Source: an optimization exercise on an open RTL-to-GDS flow (aim: small area and a short achievable clock period). Production flows keep margins and buffers that such runs may drop. Function not checked in this run: the RTL went through the layout flow alone. Power and IR drop assume default switching activity.

<file path="flow/config.mk">
export PLATFORM = sky130hd
export DESIGN_NAME = cpu5
export DESIGN_NICKNAME = cpu5
export VERILOG_FILES = /design/flow/design.v
export SDC_FILE = /design/flow/constraint.sdc
export NUM_CORES = 4
export LEC_CHECK = 0
export CAP_MARGIN = 20
export CORE_MARGIN = 2
export CORE_UTILIZATION = 40
export SLEW_MARGIN = 20
</file>
<file path="flow/constraint.sdc">
create_clock -name core_clock -period 6.0 [get_ports {clk}]
set_input_delay 1.2000 -clock core_clock [delete_from_list [all_inputs] [get_ports {clk}]]
set_output_delay 1.2000 -clock core_clock [all_outputs]
set_load 0.01 [all_outputs]
</file>
<file path="flow/design.v">
`timescale 1ns / 1ps
module DFF1(DFFIN1, DFFOUT1, clk);
    input DFFIN1, clk;
    output reg DFFOUT1;
    always @(posedge clk) begin
        DFFOUT1 <= DFFIN1;
    end
endmodule
`timescale 1ns / 1ps
module DFF2(
    input [1:0] DFFIN2,
    input clk,
    output reg [1:0] DFFOUT2
    );
    always @(posedge clk) begin
        DFFOUT2 <= DFFIN2;
    end
endmodule
`timescale 1ns / 1ps
module DFF3(DFFIN3, DFFOUT3, clk);
    input [2:0] DFFIN3; 
    input clk;
    output reg [2:0] DFFOUT3;
    always @(posedge clk) begin
        DFFOUT3 <= DFFIN3;
    end
endmodule
`timescale 1ns / 1ps
module DFF32(DFFIN32, DFFOUT32, clk);
    input [31:0] DFFIN32;
    input clk;
    output reg [31:0] DFFOUT32;
    always @(posedge clk) begin
        DFFOUT32 <= DFFIN32;
    end
endmodule
`timescale 1ns / 1ps
module PC_pipe(
    input [31:0] branchIn,
    output reg [31:0] val,
    input clk, rst
    );
    always@(posedge clk) begin
        if(rst)
            val <= 32'b0;
        else
            val <= branchIn;
    end
endmodule
`timescale 1ns / 1ps
module IF_ID(
    input [31:0] ibus, pcPlus4ValIn,
    input clk,
    output [31:0] instruction, pcPlus4ValOut
    );
    DFF32 instrBusVal(
        .DFFIN32(ibus),
        .DFFOUT32(instruction),
        .clk(clk)
    );
    DFF32 pcPlus4Val(
        .DFFIN32(pcPlus4ValIn),
        .DFFOUT32(pcPlus4ValOut),
        .clk(clk)
    );
endmodule
`timescale 1ns / 1ps
module ID_EX(
    input [31:0] dselIn, signExt_in, abus_in, bbus_in,
    input imm_in, clk, Cin_in, storeValIn, loadValIn, setValIn,
    input [1:0] setValTypeIn,
    input [2:0] S_in,
    output [31:0] dSelOut, signExt_out, abus_out, bbus_out,
    output imm_out, Cin_out, storeValOut, loadValOut, setValOut,
    output [1:0] setValTypeOut,
    output [2:0] S_out
    );
    DFF32 muxVal(
        .DFFIN32(dselIn),
        .DFFOUT32(dSelOut),
        .clk(clk)
    );
    DFF32 signExtVal(
        .DFFIN32(signExt_in),
        .DFFOUT32(signExt_out),
        .clk(clk)
    );
    DFF32 Abus_val(
        .DFFIN32(abus_in),
        .DFFOUT32(abus_out),
        .clk(clk)
    );
    DFF32 Bbus_val(
        .DFFIN32(bbus_in),
        .DFFOUT32(bbus_out),
        .clk(clk)
    );
    DFF3 Sval(
        .DFFIN3(S_in),
        .DFFOUT3(S_out),
        .clk(clk)
    );
    DFF1 CinVal(
        .DFFIN1(Cin_in),
        .DFFOUT1(Cin_out),
        .clk(clk)
    );
    DFF1 immVal(
        .DFFIN1(imm_in),
        .DFFOUT1(imm_out),
        .clk(clk)
    );
    DFF1 storeVal(
        .DFFIN1(storeValIn),
        .DFFOUT1(storeValOut),
        .clk(clk)
    );
    DFF1 loadVal(
        .DFFIN1(loadValIn),
        .DFFOUT1(loadValOut),
        .clk(clk)
    );
    DFF2 setTypeVal(
        .DFFIN2(setValTypeIn),
        .DFFOUT2(setValTypeOut),
        .clk(clk)
    );
    DFF1 setVal(
        .DFFIN1(setValIn),
        .DFFOUT1(setValOut),
        .clk(clk)
    );
endmodule
`timescale 1ns / 1ps
module EX_MEM(
    input [31:0] bOperandIn, dbusIn, dSelIn,
    input clk, storeValIn, loadValIn,
    output [31:0] bOperandOut, dbusOut, dSelOut,
    output storeValOut, loadValOut
    );
    DFF32 dselectVal(
        .DFFIN32(dSelIn),
        .DFFOUT32(dSelOut),
        .clk(clk)
    );
    DFF32 dbusVal(
        .DFFIN32(dbusIn),
        .DFFOUT32(dbusOut),
        .clk(clk)
    );
    DFF32 bOperandVal(
        .DFFIN32(bOperandIn),
        .DFFOUT32(bOperandOut),
        .clk(clk)
    );
    DFF1 storeVal(
        .DFFIN1(storeValIn),
        .DFFOUT1(storeValOut),
        .clk(clk)
    );
    DFF1 loadVal(
        .DFFIN1(loadValIn),
        .DFFOUT1(loadValOut),
        .clk(clk)
    );
endmodule
`timescale 1ns / 1ps
module MEM_WB(
    input [31:0] dbusIn, databusIn, DselIn,
    output [31:0] dbusOut, databusOut, 
    output reg [31:0] DselOut,
    input clk, loadIn, storeIn, 
    output loadOut, storeOut
    );
    always@(posedge clk) begin
        DselOut <= storeIn ? 32'h00000001 : DselIn;
    end
    DFF32 daddrbusVal(
        .DFFIN32(dbusIn),
        .DFFOUT32(dbusOut),
        .clk(clk)
    );
    DFF32 databusVal(
        .DFFIN32(databusIn),
        .DFFOUT32(databusOut),
        .clk(clk)
    );
    DFF1 storeVal(
        .DFFIN1(storeIn),
        .DFFOUT1(storeOut),
        .clk(clk)
    );
    DFF1 loadVal(
        .DFFIN1(loadIn),
        .DFFOUT1(loadOut),
        .clk(clk)
    );
endmodule
`timescale 1ns / 1ps
module adder32(
    input [31:0] a, b,
    output reg [31:0] out
    );
    always@(a, b) begin
        out = a + b;
    end
endmodule
`timescale 1ns / 1ps
module alu32(                
   output[31:0] d,           
   output Cout, V,           
   input [31:0] a, b,        
   input Cin,                
   input [2:0] S,             
   output reg Z
   );
   wire [31:0] c, g, p;     
   wire gout, pout;     
   always@(d) begin          
        if(d == 0)
            Z = 1;
        else
            Z = 0; 
   end     
   alu_cell alucell[31:0] (  
      .d(d),
      .g(g),
      .p(p),
      .a(a),
      .b(b),
      .c(c),
      .S(S)
   );
   lac5 laclevel5(
      .c(c),
      .gout(gout),
      .pout(pout),
      .Cin(Cin),
      .g(g),
      .p(p)
   );
   overflow over(        
    .Cout(Cout),
    .V(V),
    .c31(c[31]),
    .gout(gout),
    .pout(pout),
    .Cin(Cin)
   );   
endmodule
module alu_cell (d, g, p, a, b, c, S);   
   output d, g, p;
   input a, b, c;
   input [2:0] S;      
   reg g,p,d,cint,bint;
   always @(a,b,c,S,p,g) begin 
     bint = S[0] ^ b;
     g = a & bint;
     p = a ^ bint;
     cint = S[1] & c;
     if(S[2] == 1)
         case(S[1:0])
            2'b00: d = a|b;
            2'b01: d = ~(a|b);
            2'b10: d = a&b;
            2'b11: d = 0;
         endcase
      else
            d = p ^ cint;
end
endmodule
module overflow (Cin, c31, Cout, V, gout, pout);     
    output Cout;
    output V;
    input Cin;
    input c31;
    input gout;
    input pout;
    assign Cout = gout | (pout & Cin);   
    assign V = c31 ^ Cout;               
endmodule
module lac(c, gout, pout, Cin, g, p);    
   output [1:0] c;
   output gout;
   output pout;
   input Cin;
   input [1:0] g;
   input [1:0] p;
   assign c[0] = Cin;
   assign c[1] = g[0] | ( p[0] & Cin );
   assign gout = g[1] | ( p[1] & g[0] );
   assign pout = p[1] & p[0];
endmodule
module lac2 (c, gout, pout, Cin, g, p);  
   output [3:0] c;
   output gout, pout;
   input Cin;
   input [3:0] g, p;
   wire [1:0] cint, gint, pint;
   lac leaf0(
      .c(c[1:0]),
      .gout(gint[0]),
      .pout(pint[0]),
      .Cin(cint[0]),
      .g(g[1:0]),
      .p(p[1:0])
   );
   lac leaf1(        
      .c(c[3:2]),
      .gout(gint[1]),
      .pout(pint[1]),
      .Cin(cint[1]),
      .g(g[3:2]),
      .p(p[3:2])
   );
   lac root(         
      .c(cint),
      .gout(gout),
      .pout(pout),
      .Cin(Cin),
      .g(gint),
      .p(pint)
   );
endmodule   
module lac3 (c, gout, pout, Cin, g, p);      
   output [7:0] c;
   output gout, pout;
   input Cin;
   input [7:0] g, p;
   wire [1:0] cint, gint, pint;
   lac2 leaf0(      
      .c(c[3:0]),
      .gout(gint[0]),
      .pout(pint[0]),
      .Cin(cint[0]),
      .g(g[3:0]),
      .p(p[3:0])
   );
   lac2 leaf1(
      .c(c[7:4]),
      .gout(gint[1]),
      .pout(pint[1]),
      .Cin(cint[1]),
      .g(g[7:4]),
      .p(p[7:4])
   );
   lac root(
      .c(cint),
      .gout(gout),
      .pout(pout),
      .Cin(Cin),
      .g(gint),
      .p(pint)
   );
endmodule
module lac4 (c, gout, pout, Cin, g, p);      
   output [15:0] c;
   output gout, pout;
   input Cin;
   input [15:0] g, p;
   wire [1:0] cint, gint, pint;
   lac3 leaf0(
      .c(c[7:0]),
      .gout(gint[0]),
      .pout(pint[0]),
      .Cin(cint[0]),
      .g(g[7:0]),
      .p(p[7:0])      
   );
   lac3 leaf1(
      .c(c[15:8]),
      .gout(gint[1]),
      .pout(pint[1]),
      .Cin(cint[1]),
      .g(g[15:8]),
      .p(p[15:8])
   );
   lac root(
      .c(cint),
      .gout(gout),
      .pout(pout),
      .Cin(Cin),
      .g(gint),
      .p(pint)
   );
endmodule
module lac5 (c, gout, pout, Cin, g, p);  
   output [31:0] c;
   output gout, pout;
   input Cin;
   input [31:0] g, p;
   wire [1:0] cint, gint, pint;
   lac4 leaf0(
      .c(c[15:0]),
      .gout(gint[0]),
      .pout(pint[0]),
      .Cin(cint[0]),
      .g(g[15:0]),
      .p(p[15:0])      
   );
    lac4 leaf1(
      .c(c[31:16]),
      .gout(gint[1]),
      .pout(pint[1]),
      .Cin(cint[1]),
      .g(g[31:16]),
      .p(p[31:16])
   );
   lac root(
      .c(cint),
      .gout(gout),
      .pout(pout),
      .Cin(Cin),
      .g(gint),
      .p(pint)
   );
endmodule
`timescale 1ns / 1ps
module comparisonModule(
    input [31:0] compInput,
    output reg [31:0] compOut,
    input C, Z,
    input [1:0] setType
    );
    always@(*) begin
        case(setType)
            2'b00: begin         
                if(!C && !Z)
                    compOut = 32'b1;
                else
                    compOut = 32'b0;
            end         
            2'b10: begin         
                if(!C || Z)
                    compOut = 32'b1;
                else
                    compOut = 32'b0;
            end
            default: compOut = compInput;
        endcase
    end
endmodule
`timescale 1ns / 1ps
module decoder(
    input [4:0] r_in,
    output wire [31:0] r_out
    );
    assign r_out = 32'b1 << r_in;
endmodule
`timescale 1ns / 1ps
module equalityModule(
    input [31:0] AvalIn, BvalIn,
    output reg [31:0] AvalOut, BvalOut,
    input eq, eqType, clk,
    output reg eqResult
    );
    always@(*) begin
        AvalOut = AvalIn;            
        BvalOut = BvalIn;
        if(eq == 1'b1)
            case(eqType)
                1'b0: eqResult = (AvalIn == BvalIn);     
                1'b1: eqResult = (AvalIn != BvalIn);     
            endcase
        else
            eqResult = 1'b0;
    end
endmodule
`timescale 1ns / 1ps
module leftShift2Module(
    input [31:0] in,
    output reg [31:0] out
    );
    always@(in) begin
        out = in << 2;
    end
endmodule
`timescale 1ns / 1ps
module mux(
    input [31:0] a, b,
    input sel,
    output [31:0] out
    );
    assign out = sel ? a : b;
endmodule
`timescale 1ns / 1ps
module opcode_decoder(
    input [5:0] ibus_opcode, funct,
    output reg imm, Cin, store, load, set, eq, eqType,
    output reg [2:0] S,
    output reg [1:0] setType
    );
    always@(*) begin
        store = 1'b0;
        load  = 1'b0;
        set   = 1'b0;
        eq    = 1'b0;
        setType = 2'b11;
        eqType = 1'b0;
        imm   = 1'b0;
        Cin   = 1'b0;
        S     = 3'b000;
        case(ibus_opcode)
            6'b000000:       
            begin
                case(funct)
                6'b000011:       
                    begin
                    S = 3'b010; 
                    Cin = 0; 
                    imm = 1'b0;
                end
                6'b000010:       
                    begin
                        S = 3'b011;
                        Cin = 1;
                        imm = 1'b0;
                    end
                6'b000001:       
                    begin
                        S = 3'b000;
                        Cin = 0;
                        imm = 1'b0;
                    end
                6'b000111:       
                    begin
                        S = 3'b110;
                        Cin = 0;
                        imm = 1'b0;
                    end
                6'b000100:       
                    begin
                        S = 3'b100;
                        Cin = 0;
                        imm = 1'b0;
                    end
                6'b110110:       
                    begin
                        S = 3'b011;
                        Cin = 1;
                        imm = 1'b0;
                        set = 1'b1;
                        setType = 2'b00;
                    end
                6'b110111:       
                    begin
                        S = 3'b011;
                        Cin = 1;
                        imm = 1'b0;
                        set = 1'b1;
                        setType = 2'b10;
                    end
                endcase
            end
            6'b000011:       
                begin
                    S = 3'b010; 
                    Cin = 0; 
                    imm = 1'b1;
                end
            6'b000010:       
                begin
                    S = 3'b011;
                    Cin = 1;
                    imm = 1'b1;
                end
            6'b000001:       
                begin
                    S = 3'b000;
                    Cin = 0;
                    imm = 1'b1;
                end
            6'b001111:       
                begin
                    S = 3'b110;
                    Cin = 0;
                    imm = 1'b1;
                end
            6'b001100:       
                begin
                    S = 3'b100;
                    Cin = 0;
                    imm = 1'b1;
                end
            6'b011110:       
                begin
                    S = 3'b010;
                    Cin = 0;
                    imm = 1'b1;
                    load = 1'b1;
                end
            6'b011111:       
                begin
                    S = 3'b010;
                    Cin = 0;
                    imm = 1'b1;
                    store = 1'b1;
                end
            6'b110000:       
                begin
                    eq = 1'b1;
                    eqType = 1'b0;
                end
            6'b110001:       
                begin
                    eq = 1'b1;
                    eqType = 1'b1;
                end
        endcase
    end
endmodule
`timescale 1ns / 1ps
module regfile(Aselect, Dselect, dbus, clk, Bselect, abus, bbus);
    input [31:0] Aselect, Bselect, Dselect, dbus;
    input clk;
    output reg [31:0] abus, bbus;
    reg [31:0] R [1:31];
    genvar i;
    generate
        for (i = 1; i < 32; i = i + 1) begin : regs
            always @(posedge clk) begin
                if (Dselect[i] == 1'b1) R[i] <= dbus;
            end
        end
    endgenerate
    integer k;
    always @(*) begin
        abus = 32'b0;
        bbus = 32'b0;
        for (k = 1; k < 32; k = k + 1) begin
            if (Aselect[k]) abus = abus | (Dselect[k] ? dbus : R[k]);
            if (Bselect[k]) bbus = bbus | (Dselect[k] ? dbus : R[k]);
        end
    end
endmodule
`timescale 1ns / 1ps
module signExt(
    input [15:0] unex,
    output reg [31:0] ext
    );
    always @(unex) begin
        ext <= $signed(unex);
    end
endmodule
`timescale 1ns / 1ps
module cpu5(
    input reset,
    input clk,
    input [31:0] ibus,
    input [31:0] databus_in,
    output [31:0] databus_out,
    output databus_oe,
    output [31:0] iaddrbus,
    output [31:0] daddrbus
    );
    wire
    IDimm, IDcin, IDstore, IDload, eqOut,
    IDset, IDeq, IDeqType, EXset, ALUZ2comp,
    ALUCOUT2comp;
    wire [1:0]
    IDsetType, EXsetType;
    wire [2:0]
    ID_S, EX_S;
    wire[31:0] 
    IFpcplus4, branchMux2PC,
    instrBus2Decoders, Aselect, Bselect, destReg,
    IDextended, IDdselect, IDabus2eq, IDbbus2eq, 
    pcplus4plusbranch, IDeqabus2idex, IDeqbbus2idex,
    IDpcplus4, lshifttwo2adder, IDdselectMux, Abus2idex, Bbus2idex,
    EXabus, EXbbus, EXboperand, EXextended, EXimm, 
    EXcin, EXstore, EXload, EXdselect, EXdbus2comp,
    compDbus2exmem, compDbus2mux,
    MEMload, MEMstore, MEMdselect, MEMboperand,
    WBdselect, WBdbus, WBload, WBdatabus, regdbus;
    PC_pipe PC(
        .branchIn(branchMux2PC),
        .val(iaddrbus),
        .clk(clk),
        .rst(reset)
    );
    adder32 PCplus4Adder(
        .a(32'd4),
        .b(iaddrbus),
        .out(IFpcplus4)
    );
    IF_ID ifid_pipeline(
        .clk(clk),
        .ibus(ibus),
        .instruction(instrBus2Decoders),
        .pcPlus4ValIn(IFpcplus4),
        .pcPlus4ValOut(IDpcplus4)
    );
    mux branchMux(
        .a(pcplus4plusbranch),
        .b(IFpcplus4),
        .sel(eqOut),
        .out(branchMux2PC)
    );
    leftShift2Module left2(
        .in(IDextended),
        .out(lshifttwo2adder)
    );
    adder32 branchAddrAdder(
        .a(lshifttwo2adder),
        .b(IDpcplus4),
        .out(pcplus4plusbranch)
    );
    equalityModule eqMod(
        .AvalIn(IDabus2eq),
        .BvalIn(IDbbus2eq),
        .AvalOut(IDeqabus2idex),
        .BvalOut(IDeqbbus2idex),
        .eq(IDeq),
        .eqType(IDeqType),
        .eqResult(eqOut),
        .clk(clk)
    );
    decoder rsDecoder(
        .r_in(instrBus2Decoders[25:21]),
        .r_out(Aselect)
    );
    decoder rtDecoder(
        .r_in(instrBus2Decoders[20:16]),
        .r_out(Bselect)
    );
    decoder rdDecoder(
        .r_in(instrBus2Decoders[15:11]),
        .r_out(destReg)
    );
    opcode_decoder opDecoder(
        .ibus_opcode(instrBus2Decoders[31:26]),
        .funct(instrBus2Decoders[5:0]),
        .imm(IDimm),
        .Cin(IDcin),
        .store(IDstore),
        .load(IDload),
        .S(ID_S),
        .set(IDset),
        .eq(IDeq),
        .eqType(IDeqType),
        .setType(IDsetType)
    );
    signExt sign_extender(
        .unex(instrBus2Decoders[15:0]),
        .ext(IDextended)
    );
    mux ID_Mux(
        .a(Bselect),
        .b(destReg),
        .sel(IDimm),
        .out(IDdselectMux)
    );
    assign IDdselect = IDeq ? 32'h00000001 : IDdselectMux;
    regfile register_file(
        .Aselect(Aselect),
        .Bselect(Bselect),
        .Dselect(WBdselect),
        .abus(IDabus2eq),
        .bbus(IDbbus2eq),
        .dbus(regdbus),
        .clk(clk)
    );
    ID_EX idex_pipeline(
        .dselIn(IDdselect),
        .dSelOut(EXdselect),
        .abus_in(IDeqabus2idex),
        .abus_out(EXabus),
        .bbus_in(IDeqbbus2idex),
        .bbus_out(EXboperand),
        .signExt_in(IDextended),
        .signExt_out(EXextended),
        .imm_in(IDimm),
        .imm_out(EXimm),
        .Cin_in(IDcin),
        .Cin_out(EXcin),
        .S_in(ID_S),
        .S_out(EX_S),
        .storeValIn(IDstore),
        .storeValOut(EXstore),
        .loadValIn(IDload),
        .loadValOut(EXload),
        .setValIn(IDset),
        .setValOut(EXset),
        .setValTypeIn(IDsetType),
        .setValTypeOut(EXsetType),
        .clk(clk)
    );
    alu32 ALU(
        .a(EXabus),
        .b(EXbbus),
        .d(EXdbus2comp),
        .S(EX_S),
        .Cin(EXcin),
        .Z(ALUZ2comp),
        .Cout(ALUCOUT2comp)
    );
    mux EX_Mux(
        .a(EXextended),
        .b(EXboperand),
        .sel(EXimm),
        .out(EXbbus)
    );
    comparisonModule compMod(
        .compInput(EXdbus2comp),
        .compOut(compDbus2mux),
        .C(ALUCOUT2comp),
        .Z(ALUZ2comp),
        .setType(EXsetType)
    );
    mux compMux(
        .a(compDbus2mux),
        .b(EXdbus2comp),
        .sel(EXset),
        .out(compDbus2exmem)
    );
    EX_MEM exmem_pipeline(
        .bOperandIn(EXboperand),
        .bOperandOut(MEMboperand),
        .dbusIn(compDbus2exmem),
        .dbusOut(daddrbus),
        .dSelIn(EXdselect),
        .dSelOut(MEMdselect),
        .storeValIn(EXstore),
        .storeValOut(MEMstore),
        .loadValIn(EXload),
        .loadValOut(MEMload),
        .clk(clk)
    );
    assign databus_out = MEMboperand;
    assign databus_oe  = MEMstore;
    MEM_WB memwb_pipeline(
        .dbusIn(daddrbus),
        .dbusOut(WBdbus),
        .databusIn(databus_in),
        .databusOut(WBdatabus),
        .DselIn(MEMdselect),
        .DselOut(WBdselect),
        .loadIn(MEMload),
        .loadOut(WBload),
        .storeIn(MEMstore),
        .clk(clk)
    );
    mux WB_LoadMux(
        .a(WBdatabus),
        .b(WBdbus),
        .sel(WBload),
        .out(regdbus)
    );
endmodule
</file>
<file path="flow/run.sh">
#!/bin/bash
# synth_recipe.tcl (not shown) runs the flow's synth.tcl, then flattens the netlist and writes it again
# the make line also repeats each setting of config.mk as NAME=value (left out here)
make -C /OpenROAD-flow-scripts/flow DESIGN_CONFIG=/design/flow/config.mk WORK_HOME=/design/flow/orfs CLKGATE_MAP_FILE= SYNTH_SCRIPT=/design/flow/synth_recipe.tcl finish
</file>
==> run notes <==
==> cells by family (layout without fill, tap and decap cells) <==
| group | count (synthesis) | after routing | share of synthesized area (%) |
|---|---|---|---|
| flops | 1402 | 1402 | 46.0 |
| simple gates | 1916 | 1916 | 14.1 |
| compound gates | 2627 | 2627 | 29.6 |
| mux | 51 | 51 | 1.06 |
| other cells | 0 | 21 | 0 |
| xor+xnor | 126 | 126 | 1.81 |
| fa+ha+maj | 89 | 89 | 1.73 |
| buf+inv | 835 | 935 | 5.71 |
==> placed cells by master, fill, tap and decap left out, types with 32 or more instances in the layout <==
cell type / instances
sky130_fd_sc_hd__clkbuf_16: 155
sky130_fd_sc_hd__nor2_1: 1111
sky130_fd_sc_hd__ha_1: 62
sky130_fd_sc_hd__xnor2_1: 83
sky130_fd_sc_hd__buf_4: 365
sky130_fd_sc_hd__nand3_1: 222
sky130_fd_sc_hd__inv_1: 89
sky130_fd_sc_hd__clkbuf_1: 38
sky130_fd_sc_hd__dfxtp_4: 33
sky130_fd_sc_hd__a2111oi_0: 663
sky130_fd_sc_hd__o21ai_0: 46
sky130_fd_sc_hd__dfxtp_1: 1367
sky130_fd_sc_hd__clkbuf_8: 32
sky130_fd_sc_hd__mux2i_4: 32
sky130_fd_sc_hd__nor2_4: 46
sky130_fd_sc_hd__a2111o_1: 35
sky130_fd_sc_hd__nor2b_1: 37
sky130_fd_sc_hd__nand2_1: 98
sky130_fd_sc_hd__nand4_1: 90
sky130_fd_sc_hd__nor3_1: 76
sky130_fd_sc_hd__xor2_1: 43
sky130_fd_sc_hd__clkdlybuf4s50_1: 161
sky130_fd_sc_hd__a21oi_1: 1100
sky130_fd_sc_hd__buf_12: 36
sky130_fd_sc_hd__a22oi_1: 554
sky130_fd_sc_hd__nor4_1: 52
==> through the flow <==
| stage | TNS, ns | hold WS, ns |
|---|---|---|
| after floorplan | 0 | 0.310 |
| after global placement | -3.88 | 0.310 |
| after detailed placement | 0 | 0.312 |
| after CTS | 0 | 0.326 |
| after global routing | 0 | 0.330 |
| final | 0 | 0.321 |
==> worst max path at each step <==
stage	from	to	slack (ns)	cells past startpoint
final	ifid_pipeline.instrBusVal.DFFOUT32[23]$_DFF_P_	PC.val[29]$_SDFF_PP0_	0.15	13
after global routing	idex_pipeline.immVal.DFFOUT1$_DFF_P_	exmem_pipeline.dbusVal.DFFOUT32[0]$_DFF_P_	0.002	15
after CTS	idex_pipeline.immVal.DFFOUT1$_DFF_P_	exmem_pipeline.dbusVal.DFFOUT32[0]$_DFF_P_	0.24	14
after detailed placement	memwb_pipeline.loadVal.DFFOUT1$_DFF_P_	PC.val[19]$_SDFF_PP0_	0.28	15
after global placement	memwb_pipeline.loadVal.DFFOUT1$_DFF_P_	PC.val[31]$_SDFF_PP0_	-0.15	15
after floorplan	idex_pipeline.Sval.DFFOUT3[0]$_DFF_P_	exmem_pipeline.dbusVal.DFFOUT32[0]$_DFF_P_	0.89	18
==> flip-flops by register name, indices dropped and copies added, names as in the netlist, 2 cells and up <==
register / count
idex_pipeline.Bbus_val.DFFOUT32: 32
ifid_pipeline.pcPlus4Val.DFFOUT32: 32
exmem_pipeline.dselectVal.DFFOUT32: 31
idex_pipeline.signExtVal.DFFOUT32: 16
idex_pipeline.setTypeVal.DFFOUT2: 2
idex_pipeline.Abus_val.DFFOUT32: 32
ifid_pipeline.instrBusVal.DFFOUT32: 32
register_file.R: 992
exmem_pipeline.dbusVal.DFFOUT32: 32
exmem_pipeline.bOperandVal.DFFOUT32: 32
PC.val: 32
idex_pipeline.Sval.DFFOUT3: 3
memwb_pipeline.DselOut: 31
memwb_pipeline.daddrbusVal.DFFOUT32: 32
idex_pipeline.muxVal.DFFOUT32: 31
memwb_pipeline.databusVal.DFFOUT32: 32
==> worst max-delay path: stages, from the launching register on <==
cell	delay, ns
sky130_fd_sc_hd__dfxtp_1	0.48
sky130_fd_sc_hd__or3b_2	0.71
sky130_fd_sc_hd__buf_4	0.57
sky130_fd_sc_hd__a2111oi_0	0.15
sky130_fd_sc_hd__a2111oi_1	0.98
sky130_fd_sc_hd__nand3_1	0.15
sky130_fd_sc_hd__or4_1	0.70
sky130_fd_sc_hd__xor2_1	0.26
sky130_fd_sc_hd__nor4_1	0.27
sky130_fd_sc_hd__and4_1	0.62
sky130_fd_sc_hd__and4b_1	0.33
sky130_fd_sc_hd__buf_12	0.20
sky130_fd_sc_hd__nor3_1	0.08
sky130_fd_sc_hd__a211oi_2	0.21
==> timing repair <==
action / CTS / global route
setup endpoints to repair: 0 / 32
hold endpoints to repair: 0 / 0
resized for setup: 0 / 2
hold buffers: 0 / 0
setup buffers: 0 / 2
==> area by class of cell <==
type / instances / area, um2
clock buffer: 225 / 4460
sequential: 1402 / 28200
tap: 2030 / 2540
antenna: 21 / 52.6
clock inverter: 52 / 674
inverter: 91 / 342
multi-input combinational: 4809 / 30200
fill: 14582 / 80100
timing repair buffer: 567 / 5170
==> per-layer routing <==
| metal | track usage [%] | wire [um] | vias up | share of wire, % |
|---|---|---|---|---|
| met2 | 54.4 | 127000 | 5344 | 40 |
| met4 | 27.6 | 27400 | 4 | 8.6 |
| met3 | 11.8 | 44200 | 1450 | 14 |
| li1 | - | - | 26489 | - |
| met5 | 0 | 59 | - | 0.018 |
| met1 | 51.2 | 121000 | 30134 | 38 |
==> power breakdown <==
group,internal [mW],switching [mW],leakage [nW]
logic,3.44,7.77,13.2
clock network,5.72,4.15,2.51
registers,12.9,1.42,11.7
==> summary.md <==
| Metric | Value |
|---|---|
| Outcome | `complete, no violations` |
| Share of post-route cells with drive strength above 1 | `11.7%` |
| Initial antenna violation count | `23` |
| DIE AREA | `0.156 mm2` |
| Vias in the first global route | `56853` |
| Cell area after layout | `0.0716 mm2` |
| Required time worst endpoint | `6.72 ns` |
| Die W | `395 um` |
| Port Buffers | `162` |
| Max rail drop VDD | `337 uV` |
| Cell type with the highest aggregate area in the netlist | `sky130_fd_sc_hd__dfxtp_1` |
| Final Power | `35.4 mW` |
| Core Util, Final | `47.2%` |
| Path type of the worst min-delay path | `reg2reg` |
| Routed WL per cell | `34.8 um` |
| Clock Pin Slew Worst Setup and Hold Paths | `0.06 ns` |
| Most instantiated library cell after synthesis | `sky130_fd_sc_hd__dfxtp_1` |
| Cell area after synthesis | `0.0610 mm2` |
| Post-synthesis sequential element count | `1402` |
| Post-detailed-placement cell area | `0.0663 mm2` |
| Synth cell count leaders | `1402 x sky130_fd_sc_hd__dfxtp_1, 1165 x sky130_fd_sc_hd__nor2_1, 1101 x sky130_fd_sc_hd__a21oi_1` |
| Number of enable flip-flop cells after synthesis | `0` |
| Reg2Reg Depth | `13` |
| Layout Area Growth over Synthesis | `17.4%` |
| Number of buffers inserted during clock tree synthesis | `152` |
| Mapped Avg Cell Area | `8.66 um2` |
| Number of warning messages in the yosys log | `30` |
| Setup Slack @ Placement | `0.284 ns` |
| Data arrival, critical path | `6.57 ns` |
| Most used flip-flop cell after synthesis | `sky130_fd_sc_hd__dfxtp_1` |
| Power density over the cells | `494 mW/mm2` |
| Via count | `63421` |
| Vias per Instance | `6.90` |
| Number of sinks on the clock net | `1402` |
| Post-Synthesis Net Count | `7175` |
| Sort of element at the end of the critical path | `register` |
| Slew Limit Headroom | `13.0%` |
| Final worst path period need | `5.85 ns` |
| DRC violation count after routing | `0` |
| Post-synthesis sequential area ratio | `46.0%` |
| Starting DRT DRC Count | `10895` |
| Area share of the largest cell type after synthesis | `46.0%` |
| Hold Crit Endpoint | `exmem_pipeline.dselectVal.DFFOUT32[16]$_DFF_P_` |
| Placement Rows | `143` |
| Placeable core region | `0.152 mm2` |
| Fraction of the cycle the final worst path needs | `97.5%` |
| R2R Path End | `PC.val[29]$_SDFF_PP0_` |
| Setup Skew | `0.0284 ns` |
| Final worst slack | `0.149 ns` |
| Count of mapped cells out of synthesis | `7046` |
| Max-cap viol count | `0` |
| Remaining number of nets flagged by the antenna check after routing | `0` |
| Effective utilization at floorplan | `40.2%` |
| Asr flop ratio synth | `0%` |
| Max Slew Vio Count | `0` |
| DIE HEIGHT | `395 um` |
| Largest buffer count on any clock path | `3` |
| First-pass GRT wire length | `437 mm` |
| Leakage power | `27.5 nW` |
| Largest net degree at the start of global routing | `64` |
| Clock root buffer master | `sky130_fd_sc_hd__clkbuf_16` |
| Hold Crit Depth | `0` |
| Fmax | `171 MHz` |
| Largest driver fanout on the critical path | `34` |
| Synth unique cells | `80` |
| Crit start category | `register` |
| Slew at the pin closest to its max-slew limit | `1.30 ns` |
| Final Net Count | `7152` |
| Unrepaired setup endpoints after global routing | `false` |
| Combined global-route utilization of all metal layers | `39.1%` |
| CTS tree | `built` |
| Total grt overflow | `0` |
| Number of hold-slack violations in the final timing report | `0` |
| HPWL Detailed | `212 mm` |
| CTS HTree Levels | `4` |
| Critical path start-end classification | `reg2reg` |
| Post-route insts no fill | `9197` |
| Number of top-level pins | `163` |
| Synth top area cells | `sky130_fd_sc_hd__dfxtp_1 46%, sky130_fd_sc_hd__a2111oi_0 9.5%, sky130_fd_sc_hd__a21oi_1 9.0%` |
| Clock latency on the worst-skew pair | `0.82 ns` |
| DRT Pass-1 Iters | `10` |
| Launching point of the worst reg2reg path | `ifid_pipeline.instrBusVal.DFFOUT32[23]$_DFF_P_` |
| Setup-failing EPs final | `0` |
| Hold wc startpoint | `idex_pipeline.muxVal.DFFOUT32[16]$_SDFF_PP0_` |
| Total instance count after detailed placement | `8894` |
| Flop-to-flop setup slack | `0.15 ns` |
| Final RePlAce weighted congestion | `1.02` |
| Total Routed Length | `320 mm` |

## separate check: timing with driven ports
In the flow no input, the clock included, has a driving cell. The finished layout below was timed again as built, in two steps.
Step 1 assumes that a clkbuf_16 drives the clock port and a buf_2 every other input.
Step 2 adds t to the input delays and takes it off the output delays; t is the mean of the earliest and latest rising clock arrival at the registers after step 1. Input paths then give back, and output paths get back, about the clock's delay inside the block.
a / b / c = no drivers / after step 1 / after step 2; a / b = the first two.
t, ns: 0.884
setup WS [ns]: 0.149 / 0.149 / 0.149
hold WS [ns]: 0.321 / 0.321 / 0.321
pins driven straight from the clock port: 1
After both steps this run still meets setup and hold. For this run, drivers alone change the setup slack by 0.000 ns; drivers and shift together by 0.000 ns.
